This is an optimization exercise on Yosys and OpenROAD, whose aim is small area, a short achievable clock period and few clock cycles, not a production implementation. In this exercise RTL edits were held to simulation tests only and were not proved equivalent to the original. Power figures rest on the tool's default switching activity, not on a simulated workload.

==> inputs of 05-06 <==
==> flow/design.v <==
module pipelined (
    input  logic        i_clk,
    input  logic        i_reset,
    input  logic [31:0] i_io_sw,
    output logic [8:0]  o_imem_addr,
    input  logic [31:0] i_imem_rdata,
    output logic [8:0]  o_dmem_addr,
    output logic [31:0] o_dmem_wdata,
    output logic [3:0]  o_dmem_wmask,
    output logic        o_dmem_we,
    input  logic [31:0] i_dmem_rdata,
    output logic [31:0] o_io_lcd,
    output logic [31:0] o_io_ledg,
    output logic [31:0] o_io_ledr,
    output logic [6:0]  o_io_hex0,
    output logic [6:0]  o_io_hex1,
    output logic [6:0]  o_io_hex2,
    output logic [6:0]  o_io_hex3,
    output logic [6:0]  o_io_hex4,
    output logic [6:0]  o_io_hex5,
    output logic [6:0]  o_io_hex6,
    output logic [6:0]  o_io_hex7,
    output logic [31:0] o_pc_debug,
    output logic        o_insn_vld
);
  logic [31:0] pc_f;
  logic        v_e;
  logic [31:0] ir_e, pc_e;
  logic        v_m;        
  logic        wr_m;       
  logic        ld_m;       
  logic        st_m;       
  logic        we_m;       
  logic [4:0]  rd_m;
  logic [2:0]  f3_m;
  logic [31:0] pc_m, res_m, sd_m;
  logic [3:0]  mask_m;
  logic        wr_w;       
  logic [4:0]  rd_w;
  logic [31:0] wd_w;
  logic [31:0] rf [1:31];
  logic [31:0] rv;         
  logic [31:1] oh1_e, oh2_e;   
  logic        fm1_e, fm2_e;   
  logic        fw1_e, fw2_e;   
  logic [31:0] ledr_q, ledg_q, lcd_q;
  logic [6:0]  hex_q [0:7];
  wire [4:0] opc = ir_e[6:2];
  wire [4:0] rs1 = ir_e[19:15];
  wire [4:0] rs2 = ir_e[24:20];
  wire [4:0] rd  = ir_e[11:7];
  wire [2:0] f3  = ir_e[14:12];
  wire d_lui   = opc == 5'b01101;
  wire d_auipc = opc == 5'b00101;
  wire d_jal   = opc == 5'b11011;
  wire d_jalr  = opc == 5'b11001;
  wire d_br    = opc == 5'b11000;
  wire d_ld    = opc == 5'b00000;
  wire d_st    = opc == 5'b01000;
  wire d_opi   = opc == 5'b00100;
  wire d_op    = opc == 5'b01100;
  wire known   = d_lui | d_auipc | d_jal | d_jalr | d_br | d_ld | d_st | d_opi | d_op;
  wire d_wr    = d_lui | d_auipc | d_jal | d_jalr | d_ld | d_opi | d_op;
  wire use1    = d_jalr | d_br | d_ld | d_st | d_opi | d_op;
  wire use2    = d_br | d_st | d_op;
  wire [31:0] imm_i = {{20{ir_e[31]}}, ir_e[31:20]};
  wire [31:0] imm_s = {{20{ir_e[31]}}, ir_e[31:25], ir_e[11:7]};
  wire [31:0] imm_b = {{20{ir_e[31]}}, ir_e[7], ir_e[30:25], ir_e[11:8], 1'b0};
  wire [31:0] imm_u = {ir_e[31:12], 12'b0};
  wire [31:0] imm_j = {{12{ir_e[31]}}, ir_e[19:12], ir_e[20], ir_e[30:21], 1'b0};
  logic [31:0] a, rb;
  always_comb begin
    a  = ({32{fm1_e}} & res_m) | ({32{fw1_e}} & wd_w);
    rb = ({32{fm2_e}} & res_m) | ({32{fw2_e}} & wd_w);
    for (int i = 1; i < 32; i++) begin
      a  = a  | ({32{oh1_e[i]}} & rf[i]);
      rb = rb | ({32{oh2_e[i]}} & rf[i]);
    end
  end
  wire stall = v_e & ld_m & wr_m & (((rd_m == rs1) & use1) | ((rd_m == rs2) & use2));
  wire go    = v_e & ~stall;
  wire [31:0] b = (d_op | d_br) ? rb : (d_st ? imm_s : imm_i);
  wire [31:0] sum = a + b;
  wire [32:0] dif = {1'b0, a} - {1'b0, b};
  wire ltu = dif[32];
  wire lt  = (a[31] ^ b[31]) ? a[31] : ltu;
  wire eq  = a == b;
  wire [4:0]  sh  = b[4:0];
  wire [31:0] sll = a << sh;
  wire        fill = ir_e[30] & a[31];
  wire [31:0] sr1 = sh[4] ? {{16{fill}}, a[31:16]}  : a;
  wire [31:0] sr2 = sh[3] ? {{8{fill}},  sr1[31:8]} : sr1;
  wire [31:0] sr3 = sh[2] ? {{4{fill}},  sr2[31:4]} : sr2;
  wire [31:0] sr4 = sh[1] ? {{2{fill}},  sr3[31:2]} : sr3;
  wire [31:0] srx = sh[0] ? {fill,       sr4[31:1]} : sr4;
  logic [31:0] alu;
  always_comb begin
    case (f3)
      3'b000:  alu = (d_op & ir_e[30]) ? dif[31:0] : sum;
      3'b001:  alu = sll;
      3'b010:  alu = {31'd0, lt};
      3'b011:  alu = {31'd0, ltu};
      3'b100:  alu = a ^ b;
      3'b101:  alu = srx;
      3'b110:  alu = a | b;
      default: alu = a & b;
    endcase
  end
  wire [31:0] pc_imm = d_jal ? imm_j : (d_auipc ? imm_u : imm_b);
  wire [31:0] pc_tgt = pc_e + pc_imm;
  wire [31:0] pc_lnk = pc_f;
  logic [31:0] res_e;
  always_comb begin
    if (d_lui)                res_e = imm_u;
    else if (d_auipc)         res_e = pc_tgt;
    else if (d_jal | d_jalr)  res_e = pc_lnk;
    else if (d_op | d_opi)    res_e = alu;
    else                      res_e = sum;       
  end
  logic br_t;
  always_comb begin
    case (f3)
      3'b000:  br_t = eq;
      3'b001:  br_t = ~eq;
      3'b100:  br_t = lt;
      3'b101:  br_t = ~lt;
      3'b110:  br_t = ltu;
      3'b111:  br_t = ~ltu;
      default: br_t = 1'b0;
    endcase
  end
  wire redirect = go & (d_jal | d_jalr | (d_br & br_t));
  wire [31:0] target = d_jalr ? {sum[31:1], 1'b0} : pc_tgt;
  logic [3:0]  mask_e;
  logic [31:0] sd_e;
  always_comb begin
    case (f3)
      3'b000:  begin mask_e = 4'b0001 << sum[1:0];            sd_e = {4{rb[7:0]}};  end
      3'b001:  begin mask_e = sum[1] ? 4'b1100 : 4'b0011;     sd_e = {2{rb[15:0]}}; end
      3'b010:  begin mask_e = 4'b1111;                        sd_e = rb;            end
      default: begin mask_e = 4'b0000;                        sd_e = rb;            end
    endcase
  end
  wire [11:0] lo11 = {1'b0, a[10:0]} + {1'b0, b[10:0]};
  wire hi_zero = a[31:11] == 21'd0;
  wire hi_one  = a[31:11] == 21'd1;
  wire hi_ones = &a[31:11];
  wire ram_e = b[11] ? (lo11[11] ? hi_zero : hi_one) : (lo11[11] ? hi_ones : hi_zero);
  assign o_imem_addr = pc_f[10:2];
  always_ff @(posedge i_clk) begin
    if (!i_reset)      pc_f <= 32'd0;
    else if (redirect) pc_f <= target;
    else if (!stall)   pc_f <= pc_f + 32'd4;
  end
  always_ff @(posedge i_clk) begin
    if (!i_reset)      v_e <= 1'b0;
    else if (redirect) v_e <= 1'b0;
    else if (!stall)   v_e <= 1'b1;
  end
  wire [31:0] ir_n = stall ? ir_e : i_imem_rdata;
  logic [31:0] rv_n;
  always_comb begin
    rv_n = rv;
    if (wr_w) rv_n[rd_w] = 1'b1;
  end
  wire       wr_mn = go & d_wr & (rd != 5'd0);
  wire [4:0] rs1_n = ir_n[19:15];
  wire [4:0] rs2_n = ir_n[24:20];
  wire fm1_n = wr_mn & (rd == rs1_n);
  wire fm2_n = wr_mn & (rd == rs2_n);
  wire fw1_n = wr_m & (rd_m == rs1_n) & ~fm1_n;
  wire fw2_n = wr_m & (rd_m == rs2_n) & ~fm2_n;
  always_ff @(posedge i_clk) begin
    fm1_e <= fm1_n;
    fm2_e <= fm2_n;
    fw1_e <= fw1_n;
    fw2_e <= fw2_n;
    for (int i = 1; i < 32; i++) begin
      oh1_e[i] <= (rs1_n == i[4:0]) & rv_n[i] & ~fm1_n & ~fw1_n;
      oh2_e[i] <= (rs2_n == i[4:0]) & rv_n[i] & ~fm2_n & ~fw2_n;
    end
  end
  always_ff @(posedge i_clk) begin
    if (!stall) begin
      ir_e <= i_imem_rdata;
      pc_e <= pc_f;
    end
  end
  always_ff @(posedge i_clk) begin
    if (!i_reset) begin
      v_m  <= 1'b0;
      wr_m <= 1'b0;
      ld_m <= 1'b0;
      st_m <= 1'b0;
      we_m <= 1'b0;
    end else begin
      v_m  <= go & known & (ir_e != 32'h00000013);
      wr_m <= go & d_wr & (rd != 5'd0);
      ld_m <= go & d_ld;
      st_m <= go & d_st;
      we_m <= go & d_st & ram_e & (mask_e != 4'b0000);
    end
  end
  always_ff @(posedge i_clk) begin
    rd_m   <= rd;
    f3_m   <= f3;
    pc_m   <= pc_e;
    res_m  <= res_e;
    sd_m   <= sd_e;
    mask_m <= mask_e;
  end
  assign o_dmem_addr  = res_m[10:2];
  assign o_dmem_wdata = sd_m;
  assign o_dmem_wmask = mask_m;
  assign o_dmem_we    = we_m;
  wire [19:0] pg = res_m[31:12];
  wire m_ram  = res_m[31:11] == 21'd0;
  wire m_ledr = pg == 20'h10000;
  wire m_ledg = pg == 20'h10001;
  wire m_hexl = pg == 20'h10002;
  wire m_hexh = pg == 20'h10003;
  wire m_lcd  = pg == 20'h10004;
  wire m_sw   = pg == 20'h10010;
  logic [31:0] io_word;
  always_comb begin
    io_word = 32'd0;
    if (m_ledr) io_word = ledr_q;
    if (m_ledg) io_word = ledg_q;
    if (m_hexl) io_word = {1'b0, hex_q[3], 1'b0, hex_q[2], 1'b0, hex_q[1], 1'b0, hex_q[0]};
    if (m_hexh) io_word = {1'b0, hex_q[7], 1'b0, hex_q[6], 1'b0, hex_q[5], 1'b0, hex_q[4]};
    if (m_lcd)  io_word = lcd_q;
    if (m_sw)   io_word = i_io_sw;
  end
  wire [31:0] word = m_ram ? i_dmem_rdata : io_word;
  logic [7:0]  ld_b;
  logic [15:0] ld_h;
  logic [31:0] ld_v;
  always_comb begin
    case (res_m[1:0])
      2'b00:   ld_b = word[7:0];
      2'b01:   ld_b = word[15:8];
      2'b10:   ld_b = word[23:16];
      default: ld_b = word[31:24];
    endcase
    ld_h = res_m[1] ? word[31:16] : word[15:0];
    case (f3_m)
      3'b000:  ld_v = {{24{ld_b[7]}}, ld_b};
      3'b100:  ld_v = {24'd0, ld_b};
      3'b001:  ld_v = {{16{ld_h[15]}}, ld_h};
      3'b101:  ld_v = {16'd0, ld_h};
      default: ld_v = word;
    endcase
  end
  wire [31:0] wb = ld_m ? ld_v : res_m;
  always_ff @(posedge i_clk) begin
    if (!i_reset) wr_w <= 1'b0;
    else          wr_w <= wr_m;
    rd_w <= rd_m;
    wd_w <= wb;
  end
  always_ff @(posedge i_clk) begin
    for (int i = 1; i < 32; i++)
      if (wr_w && rd_w == i[4:0]) rf[i] <= wd_w;
  end
  always_ff @(posedge i_clk) begin
    if (!i_reset)  rv <= 32'd0;
    else if (wr_w) rv[rd_w] <= 1'b1;
  end
  always_ff @(posedge i_clk) begin
    if (!i_reset) begin
      ledr_q <= 32'd0;
      ledg_q <= 32'd0;
      lcd_q  <= 32'd0;
      for (int i = 0; i < 8; i++) hex_q[i] <= 7'd0;
    end else if (st_m) begin
      for (int k = 0; k < 4; k++) begin
        if (mask_m[k]) begin
          if (m_ledr) ledr_q[8*k +: 8] <= sd_m[8*k +: 8];
          if (m_ledg) ledg_q[8*k +: 8] <= sd_m[8*k +: 8];
          if (m_lcd)  lcd_q[8*k +: 8]  <= sd_m[8*k +: 8];
          if (m_hexl) hex_q[k]         <= sd_m[8*k +: 7];
          if (m_hexh) hex_q[k+4]       <= sd_m[8*k +: 7];
        end
      end
    end
  end
  assign o_io_ledr = ledr_q;
  assign o_io_ledg = ledg_q;
  assign o_io_lcd  = lcd_q;
  assign o_io_hex0 = hex_q[0];
  assign o_io_hex1 = hex_q[1];
  assign o_io_hex2 = hex_q[2];
  assign o_io_hex3 = hex_q[3];
  assign o_io_hex4 = hex_q[4];
  assign o_io_hex5 = hex_q[5];
  assign o_io_hex6 = hex_q[6];
  assign o_io_hex7 = hex_q[7];
  assign o_pc_debug = pc_m;
  assign o_insn_vld = v_m;
endmodule
==> flow/flow/run.sh <==
#!/bin/bash
# The standard layout (the standard.sh, standard synthesis unchanged), with the
# timing repair steps asked to leave extra setup slack so that they work the
# critical paths down further than the 15 ns clock alone requires.
set -euo pipefail
MARGIN=$(cat flow/margin.txt)
bash standard.sh synth > synth.log 2>&1
bash standard.sh SETUP_SLACK_MARGIN=$MARGIN finish > layout.log 2>&1
==> flow/flow/margin.txt <==
10
==> flow/standard.sh <==
#!/bin/bash
# synth_recipe.tcl (not shown) runs the flow's synth.tcl, then flattens the netlist and writes it again
# the make line also repeats each setting of config.mk as NAME=value (left out here)
make -C /OpenROAD-flow-scripts/flow DESIGN_CONFIG=/design/flow/config.mk WORK_HOME=/design/flow/orfs CLKGATE_MAP_FILE= SYNTH_SCRIPT=/design/flow/synth_recipe.tcl "${@:-finish}"
==> flow/config.mk <==
export PLATFORM = sky130hd
export DESIGN_NAME = pipelined
export DESIGN_NICKNAME = pipelined
export VERILOG_FILES = /design/flow/design.v
export SDC_FILE = /design/flow/constraint.sdc
export NUM_CORES = 4
export LEC_CHECK = 0
export CAP_MARGIN = 20
export CORE_MARGIN = 2
export CORE_UTILIZATION = 45
export SLEW_MARGIN = 20
export TNS_END_PERCENT = 0
==> flow/constraint.sdc <==
create_clock -name core_clock -period 15.0 [get_ports {i_clk}]
set_input_delay 3.0000 -clock core_clock [delete_from_list [all_inputs] [get_ports {i_clk}]]
set_output_delay 3.0000 -clock core_clock [all_outputs]
set_load 0.01 [all_outputs]
==> inputs of 01-14, as changes to 05-06 <==
--- a/flow/design.v
+++ b/flow/design.v
@@ -37,10 +37,4 @@
   logic [3:0]  mask_m;
-  logic        wr_w;       
-  logic [4:0]  rd_w;
-  logic [31:0] wd_w;
   logic [31:0] rf [1:31];
   logic [31:0] rv;         
-  logic [31:1] oh1_e, oh2_e;   
-  logic        fm1_e, fm2_e;   
-  logic        fw1_e, fw2_e;   
   logic [31:0] ledr_q, ledg_q, lcd_q;
@@ -70,11 +64,8 @@
   wire [31:0] imm_j = {{12{ir_e[31]}}, ir_e[19:12], ir_e[20], ir_e[30:21], 1'b0};
-  logic [31:0] a, rb;
-  always_comb begin
-    a  = ({32{fm1_e}} & res_m) | ({32{fw1_e}} & wd_w);
-    rb = ({32{fm2_e}} & res_m) | ({32{fw2_e}} & wd_w);
-    for (int i = 1; i < 32; i++) begin
-      a  = a  | ({32{oh1_e[i]}} & rf[i]);
-      rb = rb | ({32{oh2_e[i]}} & rf[i]);
-    end
-  end
+  wire [31:0] r1 = rv[rs1] ? rf[rs1] : 32'd0;
+  wire [31:0] r2 = rv[rs2] ? rf[rs2] : 32'd0;
+  wire fw1 = wr_m & ~ld_m & (rd_m == rs1);
+  wire fw2 = wr_m & ~ld_m & (rd_m == rs2);
+  wire [31:0] a  = fw1 ? res_m : r1;
+  wire [31:0] rb = fw2 ? res_m : r2;
   wire stall = v_e & ld_m & wr_m & (((rd_m == rs1) & use1) | ((rd_m == rs2) & use2));
@@ -110,3 +101,3 @@
   wire [31:0] pc_tgt = pc_e + pc_imm;
-  wire [31:0] pc_lnk = pc_f;
+  wire [31:0] pc_lnk = pc_e + 32'd4;
   logic [31:0] res_e;
@@ -143,7 +134,3 @@
   end
-  wire [11:0] lo11 = {1'b0, a[10:0]} + {1'b0, b[10:0]};
-  wire hi_zero = a[31:11] == 21'd0;
-  wire hi_one  = a[31:11] == 21'd1;
-  wire hi_ones = &a[31:11];
-  wire ram_e = b[11] ? (lo11[11] ? hi_zero : hi_one) : (lo11[11] ? hi_ones : hi_zero);
+  wire ram_e = sum[31:11] == 21'd0;
   assign o_imem_addr = pc_f[10:2];
@@ -158,25 +145,2 @@
     else if (!stall)   v_e <= 1'b1;
-  end
-  wire [31:0] ir_n = stall ? ir_e : i_imem_rdata;
-  logic [31:0] rv_n;
-  always_comb begin
-    rv_n = rv;
-    if (wr_w) rv_n[rd_w] = 1'b1;
-  end
-  wire       wr_mn = go & d_wr & (rd != 5'd0);
-  wire [4:0] rs1_n = ir_n[19:15];
-  wire [4:0] rs2_n = ir_n[24:20];
-  wire fm1_n = wr_mn & (rd == rs1_n);
-  wire fm2_n = wr_mn & (rd == rs2_n);
-  wire fw1_n = wr_m & (rd_m == rs1_n) & ~fm1_n;
-  wire fw2_n = wr_m & (rd_m == rs2_n) & ~fm2_n;
-  always_ff @(posedge i_clk) begin
-    fm1_e <= fm1_n;
-    fm2_e <= fm2_n;
-    fw1_e <= fw1_n;
-    fw2_e <= fw2_n;
-    for (int i = 1; i < 32; i++) begin
-      oh1_e[i] <= (rs1_n == i[4:0]) & rv_n[i] & ~fm1_n & ~fw1_n;
-      oh2_e[i] <= (rs2_n == i[4:0]) & rv_n[i] & ~fm2_n & ~fw2_n;
-    end
   end
@@ -255,10 +219,3 @@
   always_ff @(posedge i_clk) begin
-    if (!i_reset) wr_w <= 1'b0;
-    else          wr_w <= wr_m;
-    rd_w <= rd_m;
-    wd_w <= wb;
-  end
-  always_ff @(posedge i_clk) begin
-    for (int i = 1; i < 32; i++)
-      if (wr_w && rd_w == i[4:0]) rf[i] <= wd_w;
+    if (wr_m) rf[rd_m] <= wb;
   end
@@ -266,3 +223,3 @@
     if (!i_reset)  rv <= 32'd0;
-    else if (wr_w) rv[rd_w] <= 1'b1;
+    else if (wr_m) rv[rd_m] <= 1'b1;
   end
==> flow/run.sh (new file) <==
#!/bin/bash
# synth_recipe.tcl (not shown) runs the flow's synth.tcl, then flattens the netlist and writes it again
# the make line also repeats each setting of config.mk as NAME=value (left out here)
make -C /OpenROAD-flow-scripts/flow DESIGN_CONFIG=/design/flow/config.mk WORK_HOME=/design/flow/orfs CLKGATE_MAP_FILE= SYNTH_SCRIPT=/design/flow/synth_recipe.tcl finish
--- a/flow/config.mk
+++ b/flow/config.mk
@@ -9,4 +9,3 @@
 export CORE_MARGIN = 2
-export CORE_UTILIZATION = 45
+export CORE_UTILIZATION = 40
 export SLEW_MARGIN = 20
-export TNS_END_PERCENT = 0
removed: flow/flow/run.sh
removed: flow/flow/margin.txt
removed: flow/standard.sh
==> comparison table <==
	05-06	01-14
Result of the run	no timing/DRC/antenna violations	no timing/DRC/antenna violations
Non-clock buffer contribution to total cell area	9.56%	5.68%
Number of buffers inserted by post-CTS setup repair	190	0
Endpoint of the worst setup timing path	wd_w[20]$_DFF_P_	pc_f[20]$_SDFFE_PN0P_
Util after Layout	55.6%	46.5%
Count of sequential standard cells	1489	1396
Area of the die	0.166 mm2	0.193 mm2
Number of vias after detailed routing	73900	59000
Proportion of power drawn by combinational gates	8.2%	11.9%
Die Ht	407 um	439 um
Average via count per standard cell	7.72	6.53
Cell Area, Synth	0.0730 mm2	0.0758 mm2
Compound-gate portion of the synthesized area	23.2%	12.3%
Launch point of the worst hold path	pc_e[17]$_DFFE_PN_	pc_f[0]$_SDFFE_PN0P_
Final setup slack of the worst path	9.35 ns	5.79 ns
Buffers outside the clock class	799	537
Drt first pass iters	17	8
Number of placed instances, taps included	9003	8740
Internal power summed over all cells	0.00702 W	0.00685 W
All-layer global routing usage	49.9%	31.3%
Global Route met1 Usage	58.0%	41.1%
Part of the total power dissipated in sequential elements	49.1%	46.9%
Number of cells upsized or downsized after cts	483	0
Final weighted congestion in routability-driven placement	1.06	1.06
Data required, critical path	15.68 ns	15.73 ns
Number of instances in the synthesized netlist	6769	6163
Testbench counts of 05-06, summed over its fixed seeds: cycles 84,444.
Testbench counts of 01-14, summed over its fixed seeds: cycles 84,444.

[what the ideal ports hide]
The flow's constraints put no driver on any port. The routed layouts listed below were extracted and timed again, unchanged, in two steps.
Step 1: set_driving_cell puts a clkbuf_16 on i_clk and a buf_2 on each other input, an assumption about the parent block.
Step 2 moves the port delays by t, midway between the first and last clock arrival at a register: inputs arrive t later, outputs are due t later. That takes back most of the time a late clock gives input paths.
a / b / c = ideal / step 1 / step 2; a / b = the first two.
run | t, ns | setup WS [ns] | worst setup path at the end | latest minus earliest clock arrival (ns) | worst slew at a driven data input, ns
05-06 | 0.933 | 9.349 / 9.370 / 8.481 | input to register | 0.054 / 0.054 | 0.12
01-14 | 0.907 | 5.787 / 5.787 / 5.787 | register to register | 0.030 / 0.030 | 0.11
After both steps setup and hold are still met in every run listed. For 05-06, which loses most, drivers alone change the setup slack by +0.021 ns; drivers and shift together by -0.868 ns.
